What follows belongs to an exercise in optimizing a design on an open flow for small area, a short achievable clock period and few clock cycles per item; a production flow would make more cautious choices. Only simulation tests tie the RTL to the original design; equivalence was not proved.

File: design.v
module net_4_8_12_16_16_1_10(clk, reset, input_valid, input_ready, input_data, output_valid, output_ready, output_data);
    input                    clk, reset, input_valid, output_ready;
    input  signed [15:0]     input_data;
    output                   output_valid, input_ready;
    output signed [15:0]     output_data;
    logic [3:0]  ph;           
    logic [2:0]  fvs;          
    logic [2:0]  wcnt;         
    logic        in_v;         
    logic signed [15:0] in_r;
    logic        v0, v1;       
    logic [14:0] o0, o1;       
    wire         en = ~v1;
    wire         wr = in_v && (wcnt < 3'd4) && (!fvs[0] || ph >= {1'b0, wcnt} + 4'd8);
    wire         launch = en && (ph == 4'd15);
    assign input_ready = ~in_v;
    always_ff @(posedge clk) begin
        if (reset) begin
            ph <= 4'd6;
            fvs <= 3'd0;
            wcnt <= 3'd0;
            in_v <= 1'b0;
        end else begin
            if (en) ph <= ph + 4'd1;
            if (launch) fvs <= {fvs[1:0], wcnt == 3'd4};
            if (launch && wcnt == 3'd4) wcnt <= 3'd0;
            else if (wr) wcnt <= wcnt + 3'd1;
            if (in_v) in_v <= ~wr;
            else in_v <= input_valid;
        end
    end
    always_ff @(posedge clk)
        if (!in_v) in_r <= input_data;
    logic signed [15:0] x1_0;
    logic [5:0] c1_0;
    logic signed [15:0] f1_0, g1_0;
    logic signed [15:0] x1_1;
    logic [5:0] c1_1;
    logic signed [15:0] f1_1, g1_1;
    logic signed [15:0] x1_2;
    logic [5:0] c1_2;
    logic signed [15:0] f1_2, g1_2;
    logic signed [15:0] x1_3;
    logic [5:0] c1_3;
    logic signed [15:0] f1_3, g1_3;
    logic [14:0] x2_0;
    logic [5:0] c2_0;
    logic signed [15:0] f2_0, g2_0;
    logic [14:0] x2_1;
    logic [5:0] c2_1;
    logic signed [15:0] f2_1, g2_1;
    logic [14:0] x2_2;
    logic [5:0] c2_2;
    logic signed [15:0] f2_2, g2_2;
    logic [14:0] x2_3;
    logic [5:0] c2_3;
    logic signed [15:0] f2_3, g2_3;
    logic [14:0] x2_4;
    logic [5:0] c2_4;
    logic signed [15:0] f2_4, g2_4;
    logic [14:0] x2_5;
    logic [5:0] c2_5;
    logic signed [15:0] f2_5, g2_5;
    logic [14:0] x2_6;
    logic [5:0] c2_6;
    logic signed [15:0] f2_6, g2_6;
    logic [14:0] x2_7;
    logic [5:0] c2_7;
    logic signed [15:0] f2_7, g2_7;
    logic [14:0] x3_0;
    logic [5:0] c3_0;
    logic signed [15:0] f3_0, g3_0;
    logic [14:0] x3_1;
    logic [5:0] c3_1;
    logic signed [15:0] f3_1, g3_1;
    logic [14:0] x3_2;
    logic [5:0] c3_2;
    logic signed [15:0] f3_2, g3_2;
    logic [14:0] x3_3;
    logic [5:0] c3_3;
    logic signed [15:0] f3_3, g3_3;
    logic [14:0] x3_4;
    logic [5:0] c3_4;
    logic signed [15:0] f3_4, g3_4;
    logic [14:0] x3_5;
    logic [5:0] c3_5;
    logic signed [15:0] f3_5, g3_5;
    logic [14:0] x3_6;
    logic [5:0] c3_6;
    logic signed [15:0] f3_6, g3_6;
    logic [14:0] x3_7;
    logic [5:0] c3_7;
    logic signed [15:0] f3_7, g3_7;
    logic [14:0] x3_8;
    logic [5:0] c3_8;
    logic signed [15:0] f3_8, g3_8;
    logic [14:0] x3_9;
    logic [5:0] c3_9;
    logic signed [15:0] f3_9, g3_9;
    logic [14:0] x3_10;
    logic [5:0] c3_10;
    logic signed [15:0] f3_10, g3_10;
    logic [14:0] x3_11;
    logic [5:0] c3_11;
    logic signed [15:0] f3_11, g3_11;
    always_comb begin
        case (ph)
            4'd0: c1_0 = 6'b010101;
            4'd1: c1_0 = 6'b000001;
            4'd2: c1_0 = 6'b000000;
            4'd3: c1_0 = 6'b101110;
            4'd4: c1_0 = 6'b000101;
            4'd5: c1_0 = 6'b000101;
            4'd6: c1_0 = 6'b010101;
            4'd7: c1_0 = 6'b000110;
            4'd8: c1_0 = 6'b000000;
            4'd9: c1_0 = 6'b000000;
            4'd10: c1_0 = 6'b000000;
            4'd11: c1_0 = 6'b000000;
            4'd12: c1_0 = 6'b000000;
            4'd13: c1_0 = 6'b000000;
            4'd14: c1_0 = 6'b000000;
            4'd15: c1_0 = 6'b000000;
            default: c1_0 = 6'b000000;
        endcase
    end
    always_comb begin
        case (ph)
            4'd0: c1_1 = 6'b000000;
            4'd1: c1_1 = 6'b000001;
            4'd2: c1_1 = 6'b010101;
            4'd3: c1_1 = 6'b101001;
            4'd4: c1_1 = 6'b010110;
            4'd5: c1_1 = 6'b000001;
            4'd6: c1_1 = 6'b000110;
            4'd7: c1_1 = 6'b101000;
            4'd8: c1_1 = 6'b101000;
            4'd9: c1_1 = 6'b000000;
            4'd10: c1_1 = 6'b000000;
            4'd11: c1_1 = 6'b000000;
            4'd12: c1_1 = 6'b000000;
            4'd13: c1_1 = 6'b000000;
            4'd14: c1_1 = 6'b000000;
            4'd15: c1_1 = 6'b000000;
            default: c1_1 = 6'b000000;
        endcase
    end
    always_comb begin
        case (ph)
            4'd0: c1_2 = 6'b000000;
            4'd1: c1_2 = 6'b000000;
            4'd2: c1_2 = 6'b101000;
            4'd3: c1_2 = 6'b001110;
            4'd4: c1_2 = 6'b001110;
            4'd5: c1_2 = 6'b101110;
            4'd6: c1_2 = 6'b110001;
            4'd7: c1_2 = 6'b000000;
            4'd8: c1_2 = 6'b001110;
            4'd9: c1_2 = 6'b010101;
            4'd10: c1_2 = 6'b000000;
            4'd11: c1_2 = 6'b000000;
            4'd12: c1_2 = 6'b000000;
            4'd13: c1_2 = 6'b000000;
            4'd14: c1_2 = 6'b000000;
            4'd15: c1_2 = 6'b000000;
            default: c1_2 = 6'b000000;
        endcase
    end
    always_comb begin
        case (ph)
            4'd0: c1_3 = 6'b000000;
            4'd1: c1_3 = 6'b000000;
            4'd2: c1_3 = 6'b000000;
            4'd3: c1_3 = 6'b101101;
            4'd4: c1_3 = 6'b000101;
            4'd5: c1_3 = 6'b001110;
            4'd6: c1_3 = 6'b000110;
            4'd7: c1_3 = 6'b001001;
            4'd8: c1_3 = 6'b101000;
            4'd9: c1_3 = 6'b001101;
            4'd10: c1_3 = 6'b101001;
            4'd11: c1_3 = 6'b000000;
            4'd12: c1_3 = 6'b000000;
            4'd13: c1_3 = 6'b000000;
            4'd14: c1_3 = 6'b000000;
            4'd15: c1_3 = 6'b000000;
            default: c1_3 = 6'b000000;
        endcase
    end
    always_comb begin
        case (ph)
            4'd0: c2_0 = 6'b110110;
            4'd1: c2_0 = 6'b000000;
            4'd2: c2_0 = 6'b000000;
            4'd3: c2_0 = 6'b000000;
            4'd4: c2_0 = 6'b000000;
            4'd5: c2_0 = 6'b001001;
            4'd6: c2_0 = 6'b000000;
            4'd7: c2_0 = 6'b110000;
            4'd8: c2_0 = 6'b100001;
            4'd9: c2_0 = 6'b101101;
            4'd10: c2_0 = 6'b101110;
            4'd11: c2_0 = 6'b101000;
            4'd12: c2_0 = 6'b001110;
            4'd13: c2_0 = 6'b010101;
            4'd14: c2_0 = 6'b101000;
            4'd15: c2_0 = 6'b001001;
            default: c2_0 = 6'b000000;
        endcase
    end
    always_comb begin
        case (ph)
            4'd0: c2_1 = 6'b010101;
            4'd1: c2_1 = 6'b000001;
            4'd2: c2_1 = 6'b000000;
            4'd3: c2_1 = 6'b000000;
            4'd4: c2_1 = 6'b000000;
            4'd5: c2_1 = 6'b000000;
            4'd6: c2_1 = 6'b101001;
            4'd7: c2_1 = 6'b000001;
            4'd8: c2_1 = 6'b110110;
            4'd9: c2_1 = 6'b101110;
            4'd10: c2_1 = 6'b001000;
            4'd11: c2_1 = 6'b000001;
            4'd12: c2_1 = 6'b100001;
            4'd13: c2_1 = 6'b101110;
            4'd14: c2_1 = 6'b001110;
            4'd15: c2_1 = 6'b101101;
            default: c2_1 = 6'b000000;
        endcase
    end
    always_comb begin
        case (ph)
            4'd0: c2_2 = 6'b001110;
            4'd1: c2_2 = 6'b000000;
            4'd2: c2_2 = 6'b101001;
            4'd3: c2_2 = 6'b000000;
            4'd4: c2_2 = 6'b000000;
            4'd5: c2_2 = 6'b000000;
            4'd6: c2_2 = 6'b000000;
            4'd7: c2_2 = 6'b000000;
            4'd8: c2_2 = 6'b101101;
            4'd9: c2_2 = 6'b001101;
            4'd10: c2_2 = 6'b110110;
            4'd11: c2_2 = 6'b010110;
            4'd12: c2_2 = 6'b110101;
            4'd13: c2_2 = 6'b000001;
            4'd14: c2_2 = 6'b110000;
            4'd15: c2_2 = 6'b101110;
            default: c2_2 = 6'b000000;
        endcase
    end
    always_comb begin
        case (ph)
            4'd0: c2_3 = 6'b010110;
            4'd1: c2_3 = 6'b101101;
            4'd2: c2_3 = 6'b100001;
            4'd3: c2_3 = 6'b001101;
            4'd4: c2_3 = 6'b000000;
            4'd5: c2_3 = 6'b000000;
            4'd6: c2_3 = 6'b000000;
            4'd7: c2_3 = 6'b000000;
            4'd8: c2_3 = 6'b100001;
            4'd9: c2_3 = 6'b001110;
            4'd10: c2_3 = 6'b100001;
            4'd11: c2_3 = 6'b010110;
            4'd12: c2_3 = 6'b000000;
            4'd13: c2_3 = 6'b001001;
            4'd14: c2_3 = 6'b001000;
            4'd15: c2_3 = 6'b101000;
            default: c2_3 = 6'b000000;
        endcase
    end
    always_comb begin
        case (ph)
            4'd0: c2_4 = 6'b000000;
            4'd1: c2_4 = 6'b100001;
            4'd2: c2_4 = 6'b100001;
            4'd3: c2_4 = 6'b101000;
            4'd4: c2_4 = 6'b001001;
            4'd5: c2_4 = 6'b000000;
            4'd6: c2_4 = 6'b000000;
            4'd7: c2_4 = 6'b000000;
            4'd8: c2_4 = 6'b000000;
            4'd9: c2_4 = 6'b101001;
            4'd10: c2_4 = 6'b100001;
            4'd11: c2_4 = 6'b000000;
            4'd12: c2_4 = 6'b001110;
            4'd13: c2_4 = 6'b010110;
            4'd14: c2_4 = 6'b110101;
            4'd15: c2_4 = 6'b001110;
            default: c2_4 = 6'b000000;
        endcase
    end
    always_comb begin
        case (ph)
            4'd0: c2_5 = 6'b101000;
            4'd1: c2_5 = 6'b101001;
            4'd2: c2_5 = 6'b001110;
            4'd3: c2_5 = 6'b101110;
            4'd4: c2_5 = 6'b001000;
            4'd5: c2_5 = 6'b010101;
            4'd6: c2_5 = 6'b000000;
            4'd7: c2_5 = 6'b000000;
            4'd8: c2_5 = 6'b000000;
            4'd9: c2_5 = 6'b000000;
            4'd10: c2_5 = 6'b110110;
            4'd11: c2_5 = 6'b100001;
            4'd12: c2_5 = 6'b101001;
            4'd13: c2_5 = 6'b110110;
            4'd14: c2_5 = 6'b001001;
            4'd15: c2_5 = 6'b110110;
            default: c2_5 = 6'b000000;
        endcase
    end
    always_comb begin
        case (ph)
            4'd0: c2_6 = 6'b001101;
            4'd1: c2_6 = 6'b101000;
            4'd2: c2_6 = 6'b001000;
            4'd3: c2_6 = 6'b101000;
            4'd4: c2_6 = 6'b101110;
            4'd5: c2_6 = 6'b000001;
            4'd6: c2_6 = 6'b000001;
            4'd7: c2_6 = 6'b000000;
            4'd8: c2_6 = 6'b000000;
            4'd9: c2_6 = 6'b000000;
            4'd10: c2_6 = 6'b000000;
            4'd11: c2_6 = 6'b010110;
            4'd12: c2_6 = 6'b110101;
            4'd13: c2_6 = 6'b001101;
            4'd14: c2_6 = 6'b101001;
            4'd15: c2_6 = 6'b101000;
            default: c2_6 = 6'b000000;
        endcase
    end
    always_comb begin
        case (ph)
            4'd0: c2_7 = 6'b101110;
            4'd1: c2_7 = 6'b110101;
            4'd2: c2_7 = 6'b110110;
            4'd3: c2_7 = 6'b010110;
            4'd4: c2_7 = 6'b001001;
            4'd5: c2_7 = 6'b001101;
            4'd6: c2_7 = 6'b010110;
            4'd7: c2_7 = 6'b001000;
            4'd8: c2_7 = 6'b000000;
            4'd9: c2_7 = 6'b000000;
            4'd10: c2_7 = 6'b000000;
            4'd11: c2_7 = 6'b000000;
            4'd12: c2_7 = 6'b001101;
            4'd13: c2_7 = 6'b010110;
            4'd14: c2_7 = 6'b100001;
            4'd15: c2_7 = 6'b100001;
            default: c2_7 = 6'b000000;
        endcase
    end
    always_comb begin
        case (ph)
            4'd0: c3_0 = 6'b101110;
            4'd1: c3_0 = 6'b000001;
            4'd2: c3_0 = 6'b110101;
            4'd3: c3_0 = 6'b101101;
            4'd4: c3_0 = 6'b000000;
            4'd5: c3_0 = 6'b110101;
            4'd6: c3_0 = 6'b100001;
            4'd7: c3_0 = 6'b110101;
            4'd8: c3_0 = 6'b000000;
            4'd9: c3_0 = 6'b000000;
            4'd10: c3_0 = 6'b110000;
            4'd11: c3_0 = 6'b000000;
            4'd12: c3_0 = 6'b101110;
            4'd13: c3_0 = 6'b001110;
            4'd14: c3_0 = 6'b000001;
            4'd15: c3_0 = 6'b010101;
            default: c3_0 = 6'b000000;
        endcase
    end
    always_comb begin
        case (ph)
            4'd0: c3_1 = 6'b000001;
            4'd1: c3_1 = 6'b010110;
            4'd2: c3_1 = 6'b101110;
            4'd3: c3_1 = 6'b010110;
            4'd4: c3_1 = 6'b101101;
            4'd5: c3_1 = 6'b110101;
            4'd6: c3_1 = 6'b001110;
            4'd7: c3_1 = 6'b001001;
            4'd8: c3_1 = 6'b001001;
            4'd9: c3_1 = 6'b000001;
            4'd10: c3_1 = 6'b010101;
            4'd11: c3_1 = 6'b001001;
            4'd12: c3_1 = 6'b110000;
            4'd13: c3_1 = 6'b110000;
            4'd14: c3_1 = 6'b000001;
            4'd15: c3_1 = 6'b010101;
            default: c3_1 = 6'b000000;
        endcase
    end
    always_comb begin
        case (ph)
            4'd0: c3_2 = 6'b001110;
            4'd1: c3_2 = 6'b100001;
            4'd2: c3_2 = 6'b000001;
            4'd3: c3_2 = 6'b000001;
            4'd4: c3_2 = 6'b001000;
            4'd5: c3_2 = 6'b001110;
            4'd6: c3_2 = 6'b100001;
            4'd7: c3_2 = 6'b001000;
            4'd8: c3_2 = 6'b010110;
            4'd9: c3_2 = 6'b001000;
            4'd10: c3_2 = 6'b000000;
            4'd11: c3_2 = 6'b001110;
            4'd12: c3_2 = 6'b100001;
            4'd13: c3_2 = 6'b101000;
            4'd14: c3_2 = 6'b001110;
            4'd15: c3_2 = 6'b001000;
            default: c3_2 = 6'b000000;
        endcase
    end
    always_comb begin
        case (ph)
            4'd0: c3_3 = 6'b000001;
            4'd1: c3_3 = 6'b110101;
            4'd2: c3_3 = 6'b001000;
            4'd3: c3_3 = 6'b101001;
            4'd4: c3_3 = 6'b010110;
            4'd5: c3_3 = 6'b001000;
            4'd6: c3_3 = 6'b100001;
            4'd7: c3_3 = 6'b010110;
            4'd8: c3_3 = 6'b100001;
            4'd9: c3_3 = 6'b110000;
            4'd10: c3_3 = 6'b110101;
            4'd11: c3_3 = 6'b010110;
            4'd12: c3_3 = 6'b010110;
            4'd13: c3_3 = 6'b100001;
            4'd14: c3_3 = 6'b000000;
            4'd15: c3_3 = 6'b010110;
            default: c3_3 = 6'b000000;
        endcase
    end
    always_comb begin
        case (ph)
            4'd0: c3_4 = 6'b101000;
            4'd1: c3_4 = 6'b010110;
            4'd2: c3_4 = 6'b001110;
            4'd3: c3_4 = 6'b000001;
            4'd4: c3_4 = 6'b001001;
            4'd5: c3_4 = 6'b010101;
            4'd6: c3_4 = 6'b001101;
            4'd7: c3_4 = 6'b010101;
            4'd8: c3_4 = 6'b110110;
            4'd9: c3_4 = 6'b010110;
            4'd10: c3_4 = 6'b000001;
            4'd11: c3_4 = 6'b100001;
            4'd12: c3_4 = 6'b010110;
            4'd13: c3_4 = 6'b010101;
            4'd14: c3_4 = 6'b101101;
            4'd15: c3_4 = 6'b110110;
            default: c3_4 = 6'b000000;
        endcase
    end
    always_comb begin
        case (ph)
            4'd0: c3_5 = 6'b001110;
            4'd1: c3_5 = 6'b001000;
            4'd2: c3_5 = 6'b000000;
            4'd3: c3_5 = 6'b010101;
            4'd4: c3_5 = 6'b010101;
            4'd5: c3_5 = 6'b110110;
            4'd6: c3_5 = 6'b001000;
            4'd7: c3_5 = 6'b100001;
            4'd8: c3_5 = 6'b110110;
            4'd9: c3_5 = 6'b110101;
            4'd10: c3_5 = 6'b110101;
            4'd11: c3_5 = 6'b101101;
            4'd12: c3_5 = 6'b001000;
            4'd13: c3_5 = 6'b101001;
            4'd14: c3_5 = 6'b001110;
            4'd15: c3_5 = 6'b101110;
            default: c3_5 = 6'b000000;
        endcase
    end
    always_comb begin
        case (ph)
            4'd0: c3_6 = 6'b001000;
            4'd1: c3_6 = 6'b110101;
            4'd2: c3_6 = 6'b001001;
            4'd3: c3_6 = 6'b100001;
            4'd4: c3_6 = 6'b010110;
            4'd5: c3_6 = 6'b101001;
            4'd6: c3_6 = 6'b110000;
            4'd7: c3_6 = 6'b001110;
            4'd8: c3_6 = 6'b001110;
            4'd9: c3_6 = 6'b110110;
            4'd10: c3_6 = 6'b001001;
            4'd11: c3_6 = 6'b001110;
            4'd12: c3_6 = 6'b000001;
            4'd13: c3_6 = 6'b001101;
            4'd14: c3_6 = 6'b101000;
            4'd15: c3_6 = 6'b100001;
            default: c3_6 = 6'b000000;
        endcase
    end
    always_comb begin
        case (ph)
            4'd0: c3_7 = 6'b110101;
            4'd1: c3_7 = 6'b001001;
            4'd2: c3_7 = 6'b001110;
            4'd3: c3_7 = 6'b101101;
            4'd4: c3_7 = 6'b101110;
            4'd5: c3_7 = 6'b010110;
            4'd6: c3_7 = 6'b001001;
            4'd7: c3_7 = 6'b100001;
            4'd8: c3_7 = 6'b010110;
            4'd9: c3_7 = 6'b110101;
            4'd10: c3_7 = 6'b000001;
            4'd11: c3_7 = 6'b101001;
            4'd12: c3_7 = 6'b101001;
            4'd13: c3_7 = 6'b110101;
            4'd14: c3_7 = 6'b000000;
            4'd15: c3_7 = 6'b101110;
            default: c3_7 = 6'b000000;
        endcase
    end
    always_comb begin
        case (ph)
            4'd0: c3_8 = 6'b110000;
            4'd1: c3_8 = 6'b000000;
            4'd2: c3_8 = 6'b010101;
            4'd3: c3_8 = 6'b001110;
            4'd4: c3_8 = 6'b001110;
            4'd5: c3_8 = 6'b000000;
            4'd6: c3_8 = 6'b101000;
            4'd7: c3_8 = 6'b001101;
            4'd8: c3_8 = 6'b110101;
            4'd9: c3_8 = 6'b101110;
            4'd10: c3_8 = 6'b101110;
            4'd11: c3_8 = 6'b000001;
            4'd12: c3_8 = 6'b010101;
            4'd13: c3_8 = 6'b101110;
            4'd14: c3_8 = 6'b101110;
            4'd15: c3_8 = 6'b100001;
            default: c3_8 = 6'b000000;
        endcase
    end
    always_comb begin
        case (ph)
            4'd0: c3_9 = 6'b100001;
            4'd1: c3_9 = 6'b110110;
            4'd2: c3_9 = 6'b101000;
            4'd3: c3_9 = 6'b101101;
            4'd4: c3_9 = 6'b001101;
            4'd5: c3_9 = 6'b101000;
            4'd6: c3_9 = 6'b001101;
            4'd7: c3_9 = 6'b000001;
            4'd8: c3_9 = 6'b001001;
            4'd9: c3_9 = 6'b001110;
            4'd10: c3_9 = 6'b110101;
            4'd11: c3_9 = 6'b101001;
            4'd12: c3_9 = 6'b001000;
            4'd13: c3_9 = 6'b000001;
            4'd14: c3_9 = 6'b101101;
            4'd15: c3_9 = 6'b110000;
            default: c3_9 = 6'b000000;
        endcase
    end
    always_comb begin
        case (ph)
            4'd0: c3_10 = 6'b110000;
            4'd1: c3_10 = 6'b010101;
            4'd2: c3_10 = 6'b101110;
            4'd3: c3_10 = 6'b110110;
            4'd4: c3_10 = 6'b001000;
            4'd5: c3_10 = 6'b000001;
            4'd6: c3_10 = 6'b001000;
            4'd7: c3_10 = 6'b010110;
            4'd8: c3_10 = 6'b101001;
            4'd9: c3_10 = 6'b001101;
            4'd10: c3_10 = 6'b000000;
            4'd11: c3_10 = 6'b001110;
            4'd12: c3_10 = 6'b101101;
            4'd13: c3_10 = 6'b100001;
            4'd14: c3_10 = 6'b110000;
            4'd15: c3_10 = 6'b001110;
            default: c3_10 = 6'b000000;
        endcase
    end
    always_comb begin
        case (ph)
            4'd0: c3_11 = 6'b101101;
            4'd1: c3_11 = 6'b000001;
            4'd2: c3_11 = 6'b101101;
            4'd3: c3_11 = 6'b000001;
            4'd4: c3_11 = 6'b010101;
            4'd5: c3_11 = 6'b010110;
            4'd6: c3_11 = 6'b000001;
            4'd7: c3_11 = 6'b010101;
            4'd8: c3_11 = 6'b001101;
            4'd9: c3_11 = 6'b001000;
            4'd10: c3_11 = 6'b010110;
            4'd11: c3_11 = 6'b001101;
            4'd12: c3_11 = 6'b010101;
            4'd13: c3_11 = 6'b101001;
            4'd14: c3_11 = 6'b000000;
            4'd15: c3_11 = 6'b001110;
            default: c3_11 = 6'b000000;
        endcase
    end
    always_ff @(posedge clk) if (wr && wcnt == 3'd0) x1_0 <= in_r;
    always_ff @(posedge clk) if (wr && wcnt == 3'd1) x1_1 <= in_r;
    always_ff @(posedge clk) if (wr && wcnt == 3'd2) x1_2 <= in_r;
    always_ff @(posedge clk) if (wr && wcnt == 3'd3) x1_3 <= in_r;
    always_ff @(posedge clk) if (en && ph == 4'd4) x2_0 <= f1_3[15] ? 15'd0 : f1_3[14:0];
    always_ff @(posedge clk) if (en && ph == 4'd5) x2_1 <= f1_3[15] ? 15'd0 : f1_3[14:0];
    always_ff @(posedge clk) if (en && ph == 4'd6) x2_2 <= f1_3[15] ? 15'd0 : f1_3[14:0];
    always_ff @(posedge clk) if (en && ph == 4'd7) x2_3 <= f1_3[15] ? 15'd0 : f1_3[14:0];
    always_ff @(posedge clk) if (en && ph == 4'd8) x2_4 <= f1_3[15] ? 15'd0 : f1_3[14:0];
    always_ff @(posedge clk) if (en && ph == 4'd9) x2_5 <= f1_3[15] ? 15'd0 : f1_3[14:0];
    always_ff @(posedge clk) if (en && ph == 4'd10) x2_6 <= f1_3[15] ? 15'd0 : f1_3[14:0];
    always_ff @(posedge clk) if (en && ph == 4'd11) x2_7 <= f1_3[15] ? 15'd0 : f1_3[14:0];
    always_ff @(posedge clk) if (en && ph == 4'd13) x3_0 <= f2_7[15] ? 15'd0 : f2_7[14:0];
    always_ff @(posedge clk) if (en && ph == 4'd14) x3_1 <= f2_7[15] ? 15'd0 : f2_7[14:0];
    always_ff @(posedge clk) if (en && ph == 4'd15) x3_2 <= f2_7[15] ? 15'd0 : f2_7[14:0];
    always_ff @(posedge clk) if (en && ph == 4'd0) x3_3 <= f2_7[15] ? 15'd0 : f2_7[14:0];
    always_ff @(posedge clk) if (en && ph == 4'd1) x3_4 <= f2_7[15] ? 15'd0 : f2_7[14:0];
    always_ff @(posedge clk) if (en && ph == 4'd2) x3_5 <= f2_7[15] ? 15'd0 : f2_7[14:0];
    always_ff @(posedge clk) if (en && ph == 4'd3) x3_6 <= f2_7[15] ? 15'd0 : f2_7[14:0];
    always_ff @(posedge clk) if (en && ph == 4'd4) x3_7 <= f2_7[15] ? 15'd0 : f2_7[14:0];
    always_ff @(posedge clk) if (en && ph == 4'd5) x3_8 <= f2_7[15] ? 15'd0 : f2_7[14:0];
    always_ff @(posedge clk) if (en && ph == 4'd6) x3_9 <= f2_7[15] ? 15'd0 : f2_7[14:0];
    always_ff @(posedge clk) if (en && ph == 4'd7) x3_10 <= f2_7[15] ? 15'd0 : f2_7[14:0];
    always_ff @(posedge clk) if (en && ph == 4'd8) x3_11 <= f2_7[15] ? 15'd0 : f2_7[14:0];
    mac_s m1_0(.f(16'sd0), .x(x1_0), .c(c1_0), .g(g1_0));
    always_ff @(posedge clk) if (en) f1_0 <= g1_0;
    mac_s m1_1(.f(f1_0), .x(x1_1), .c(c1_1), .g(g1_1));
    always_ff @(posedge clk) if (en) f1_1 <= g1_1;
    mac_s m1_2(.f(f1_1), .x(x1_2), .c(c1_2), .g(g1_2));
    always_ff @(posedge clk) if (en) f1_2 <= g1_2;
    mac_s m1_3(.f(f1_2), .x(x1_3), .c(c1_3), .g(g1_3));
    always_ff @(posedge clk) if (en) f1_3 <= g1_3;
    mac_u m2_0(.f(16'sd0), .x(x2_0), .c(c2_0), .g(g2_0));
    always_ff @(posedge clk) if (en) f2_0 <= g2_0;
    mac_u m2_1(.f(f2_0), .x(x2_1), .c(c2_1), .g(g2_1));
    always_ff @(posedge clk) if (en) f2_1 <= g2_1;
    mac_u m2_2(.f(f2_1), .x(x2_2), .c(c2_2), .g(g2_2));
    always_ff @(posedge clk) if (en) f2_2 <= g2_2;
    mac_u m2_3(.f(f2_2), .x(x2_3), .c(c2_3), .g(g2_3));
    always_ff @(posedge clk) if (en) f2_3 <= g2_3;
    mac_u m2_4(.f(f2_3), .x(x2_4), .c(c2_4), .g(g2_4));
    always_ff @(posedge clk) if (en) f2_4 <= g2_4;
    mac_u m2_5(.f(f2_4), .x(x2_5), .c(c2_5), .g(g2_5));
    always_ff @(posedge clk) if (en) f2_5 <= g2_5;
    mac_u m2_6(.f(f2_5), .x(x2_6), .c(c2_6), .g(g2_6));
    always_ff @(posedge clk) if (en) f2_6 <= g2_6;
    mac_u m2_7(.f(f2_6), .x(x2_7), .c(c2_7), .g(g2_7));
    always_ff @(posedge clk) if (en) f2_7 <= g2_7;
    mac_u m3_0(.f(16'sd0), .x(x3_0), .c(c3_0), .g(g3_0));
    always_ff @(posedge clk) if (en) f3_0 <= g3_0;
    mac_u m3_1(.f(f3_0), .x(x3_1), .c(c3_1), .g(g3_1));
    always_ff @(posedge clk) if (en) f3_1 <= g3_1;
    mac_u m3_2(.f(f3_1), .x(x3_2), .c(c3_2), .g(g3_2));
    always_ff @(posedge clk) if (en) f3_2 <= g3_2;
    mac_u m3_3(.f(f3_2), .x(x3_3), .c(c3_3), .g(g3_3));
    always_ff @(posedge clk) if (en) f3_3 <= g3_3;
    mac_u m3_4(.f(f3_3), .x(x3_4), .c(c3_4), .g(g3_4));
    always_ff @(posedge clk) if (en) f3_4 <= g3_4;
    mac_u m3_5(.f(f3_4), .x(x3_5), .c(c3_5), .g(g3_5));
    always_ff @(posedge clk) if (en) f3_5 <= g3_5;
    mac_u m3_6(.f(f3_5), .x(x3_6), .c(c3_6), .g(g3_6));
    always_ff @(posedge clk) if (en) f3_6 <= g3_6;
    mac_u m3_7(.f(f3_6), .x(x3_7), .c(c3_7), .g(g3_7));
    always_ff @(posedge clk) if (en) f3_7 <= g3_7;
    mac_u m3_8(.f(f3_7), .x(x3_8), .c(c3_8), .g(g3_8));
    always_ff @(posedge clk) if (en) f3_8 <= g3_8;
    mac_u m3_9(.f(f3_8), .x(x3_9), .c(c3_9), .g(g3_9));
    always_ff @(posedge clk) if (en) f3_9 <= g3_9;
    mac_u m3_10(.f(f3_9), .x(x3_10), .c(c3_10), .g(g3_10));
    always_ff @(posedge clk) if (en) f3_10 <= g3_10;
    mac_u m3_11(.f(f3_10), .x(x3_11), .c(c3_11), .g(g3_11));
    wire [14:0] yr = g3_11[15] ? 15'd0 : g3_11[14:0];
    wire push = en && (ph >= 4'd9 ? fvs[1] : fvs[2]);
    wire pop = v0 && output_ready;
    always_ff @(posedge clk) begin
        if (reset) begin
            v0 <= 1'b0;
            v1 <= 1'b0;
        end else begin
            if (!v0) v0 <= push;
            else if (!v1) begin
                if (pop && !push) v0 <= 1'b0;
                if (!pop && push) v1 <= 1'b1;
            end else if (pop) v1 <= 1'b0;
        end
    end
    always_ff @(posedge clk) begin
        if (!v0 || (!v1 && pop)) begin
            if (push) o0 <= yr;
        end else if (v1 && pop) o0 <= o1;
        if (v0 && !v1 && !pop && push) o1 <= yr;
    end
    assign output_valid = v0;
    assign output_data = {1'b0, o0};
endmodule
module mac_u(f, x, c, g);
    input  signed [15:0] f;
    input         [14:0] x;
    input         [5:0]  c;
    output signed [15:0] g;
    wire         s = c[5];
    wire  [17:0] t1 = c[4] ? {x, 3'b000} : c[3] ? {1'b0, x, 2'b00} : 18'd0;
    wire  [17:0] t0 = c[1] ? {2'b00, x, 1'b0} : c[0] ? {3'b000, x} : 18'd0;
    wire  [17:0] m = t1 + (t0 ^ {18{c[2]}}) + {17'd0, c[2]};    
    wire         ovf = |m[17:15];
    wire  [15:0] a = ovf ? {s, {15{~s}}} : {s, m[14:0] ^ {15{s}}};
    wire  [16:0] sum = {f[15], f} + {a[15], a} + {16'd0, s & ~ovf};
    assign g = (sum[16] != sum[15]) ? {sum[16], {15{~sum[16]}}} : sum[15:0];
endmodule
module mac_s(f, x, c, g);
    input  signed [15:0] f;
    input  signed [15:0] x;
    input         [5:0]  c;
    output signed [15:0] g;
    wire  [17:0] xe = {{2{x[15]}}, x};
    wire  [17:0] s1 = c[4] ? {xe[16:0], 1'b0} : c[3] ? xe : 18'd0;
    wire  [17:0] s0 = c[1] ? {xe[16:0], 1'b0} : c[0] ? xe : 18'd0;
    wire  [19:0] pr = {s1 ^ {18{c[5]}}, 2'b00} + {{2{s0[17] ^ c[2]}}, s0 ^ {18{c[2]}}} + {17'd0, c[5], 1'b0, c[2]};
    wire  [15:0] ps = (pr[19:15] == 5'b00000 || pr[19:15] == 5'b11111) ? pr[15:0] : {pr[19], {15{~pr[19]}}};
    wire  [16:0] sum = {f[15], f} + {ps[15], ps};
    assign g = (sum[16] != sum[15]) ? {sum[16], {15{~sum[16]}}} : sum[15:0];
endmodule
File: run.sh
#!/bin/bash
# synth_recipe.tcl (not shown) runs the flow's synth.tcl, then flattens the netlist and writes it again
# the make line also repeats each setting of config.mk as NAME=value (left out here)
make -C /OpenROAD-flow-scripts/flow DESIGN_CONFIG=/design/flow/config.mk WORK_HOME=/design/flow/orfs CLKGATE_MAP_FILE= SYNTH_SCRIPT=/design/flow/synth_recipe.tcl finish
File: config.mk
export PLATFORM = sky130hd
export DESIGN_NAME = net_4_8_12_16_16_1_10
export DESIGN_NICKNAME = net_4_8_12_16_16_1_10
export VERILOG_FILES = /design/flow/design.v
export SDC_FILE = /design/flow/constraint.sdc
export NUM_CORES = 4
export LEC_CHECK = 0
export CAP_MARGIN = 20
export CORE_MARGIN = 2
export CORE_UTILIZATION = 40
export SLEW_MARGIN = 20
File: constraint.sdc
create_clock -name core_clock -period 8.0 [get_ports {clk}]
set_input_delay 1.6000 -clock core_clock [delete_from_list [all_inputs] [get_ports {clk}]]
set_output_delay 1.6000 -clock core_clock [all_outputs]
set_load 0.01 [all_outputs]
==> run summary <==
==> area by class of cell <==
| cell class | count | area (um2) | area share, % |
|---|---|---|---|
| clock buffers | 130 | 2900 | 3.23 |
| inverters | 247 | 931 | 1.04 |
| diodes | 11 | 27.5 | 0.0306 |
| clock inverters | 65 | 701 | 0.780 |
| well taps | 2688 | 3360 | 3.74 |
| flip-flops and latches | 930 | 26400 | 29.4 |
| multi-input cells | 7418 | 53600 | 59.6 |
| repair buffers | 241 | 1920 | 2.13 |
==> cell usage after synthesis, drive strengths merged, types with 50 or more instances <==
cell      n  area, um2
o21bai  136       1020
ha      829      10400
a31oi    66        413
or3      69        432
a211oi   65        528
and3     53        332
nor2    591       2220
or2      50        313
a21o    257       1930
a22oi   265       1990
nand3   150        751
clkbuf  356       1340
dfxtp   152       3040
and2    127        795
inv     244        916
nor2b   139        870
nand2   791       2970
nand2b   87        544
a21oi   683       3420
edfxtp  778      23400
a22o    205       1800
o21a    178       1340
nor3    181        906
o211ai   68        510
o21ai   587       2940
xor2    313       2740
xnor2   940       8240
==> repair_timing <==
action                     in CTS  in global routing
resized for setup               2                108
gates cloned                    0                  1
setup endpoints to repair      19                313
pin swaps                       0                  6
setup buffers                   0                  4
==> through the flow <==
stage | cell area [um2] | util, % | setup WS (ns) | cells
after global routing | 89800 | 44.0 | -0.0613 | 11721
after floorplan | 81900 | - | 0.0618 | 8995
after global placement | 85800 | 42.1 | 0.204 | 11519
after CTS | 89400 | 43.8 | 0.0255 | 11714
final | 89800 | 44.1 | 0.416 | 11730
after detailed placement | 85800 | 42.1 | -0.0167 | 11519
==> final timing paths <==
| check | end | slack [ns] | cells after the start |
|---|---|---|---|
| worst max-delay path | f1_1[4] | 0.42 | 32 |
| worst min-delay path | fvs[2] | 0.46 | 2 |
| worst max register to register | f1_1[4] | 0.42 | 32 |
| worst min register to register | fvs[2] | 0.46 | 2 |
==> metal layers <==
layer / part of all wire, % / vias up / track usage (%)
met5: 0.030 / - / 0
met4: 3.2 / 10 / 6.70
met3: 4.9 / 340 / 2.63
met2: 45 / 1653 / 34.5
met1: 47 / 31543 / 29.0
li1: - / 32886 / -
==> worst max-delay path: cells and delay by family (launching register included) <==
family,cells,cell delay (ns)
mux,2,0.51
simple gates,5,1.08
xor+xnor,1,0.14
buf+inv,1,0.18
flops,1,0.36
compound gates,19,3.73
fa+ha+maj,4,1.29
==> cell families after synthesis <==
logic type / synth area share, %
AOI/OAI and AO/OA: 22.8
xor gates and xnor gates: 13.5
adders and majority gates: 13.6
buffers and inverters: 3.01
DFF: 32.3
muxes: 1.01
other: 0.00458
and+or+nand+nor: 13.8
==> results.cfg <==
[sta]
relSlewSlack_pct = 23.4
hold_viol = 0
slew_violations = 0
tns_ns = 0
skew_ns = 0.0241
timing.hold.ws_ns = 0.460
setup_viol = 0
fmax_ghz = 0.132
min_period_ns = 7.58
tightest_slew_ns = 1.14
post-route-period-util_pct = 94.8

[detailed_routing]
routedWlPerCell_um = 19.4
drc = 0
vias = 66432
ant_nets = 0
dr.pass1.iters = 7
drt_iter0_markers = 5657
wirelength_mm = 227
vias_per_cell = 5.66

[global_route]
grt_max_degree = 70
track_usage_pct = 21.1
antenna_found_initial = 28
grt_first_pass_wirelength_mm = 355
first_global_vias = 63255
grt.overflow.total = 0

[layout]
fill_cells = 19567
nNetsFinal = 9829
layout_commonest_cell = xnor2_1
drive_gt1_share_pct = 7.04
final_cell_mix = xnor2_1 (936), ha_1 (829), nand2_1 (783), edfxtp_1 (778), a21oi_1 (676)
syn2layout_area_growth_pct = 9.74

[yosys]
ys_ff_latch = 930
synth.distinct_cells = 102
syn_avg_cell_area_um2 = 9.10
synth_area_um2 = 81900
syn-num-nets = 9883
synth-edff-count = 778
yosysSeqAreaShare_pct = 32.3
synth_flop_cell = edfxtp_1
async_reset_ff_share_pct = 0
yosys_warnings = 1
netlist_instances = 8995

[die]
core-area_um2 = 204000
rows = 166
dieArea_um2 = 208000
fp.dieH_um = 456
start_util_pct = 40.1
ioPinCount = 38
die_w_um = 456

[worst_setup_path]
critPathLaunchType = register
r2r-start = m1_1.c[0]
slowest_stage = or3b_2
cpMostUsedCell = a21o_1
cp_max_fo = 15
slowest_delay_ns = 0.50
critPathKind = reg2reg
arrival_ns = 8.08
required_ns = 8.50
cp-startpoint = m1_1.c[0]
end_kind = register

[placement]
io_buffers = 36
dp.final_hpwl_mm = 173
gp_congestion = 0.958

[flow_run]
cap_violations = 0

[clock_tree]
cts_sinks = 930
cts_tree = yes
h-tree-depth = 3
cts_root_buffer = clkbuf_16
clk_pin_slew_ns = 0.06
clkLatencyLatePin_ns = 0.77
clockBufferDepth = 3
cts_hold_buf = 0
numCtsBuffers = 103

[run_status]
status = complete, no violations

[min_path]
min_from = fvs[2]
hp-class = reg2reg
Testbench counts, summed over its fixed seeds: cycles 15,640, items 960.

## separate check: timing with driven ports
Ports are ideal in the flow. The routed layout listed here was re-timed in OpenROAD.
Step 1: set_driving_cell puts a clkbuf_16 on clk and a buf_2 on each other input, an assumption about the parent block.
Step 2 also shifts input and output timing later by t, the mid clock arrival at the registers, as if the neighbouring blocks saw the same clock.
Three values: ideal, step 1, step 2; two values: the first two.
t (ns): 0.843
slack for setup (ns): 0.416 / 0.416 / 0.416
worst setup path after step 2: register to register
slew at the worst register clock pin (ns): 0.07 / 0.07
cell pins on the clock port's net: 1
After both steps this run still meets setup and hold. For this run, drivers alone change the setup slack by 0.000 ns; drivers and shift together by 0.000 ns.
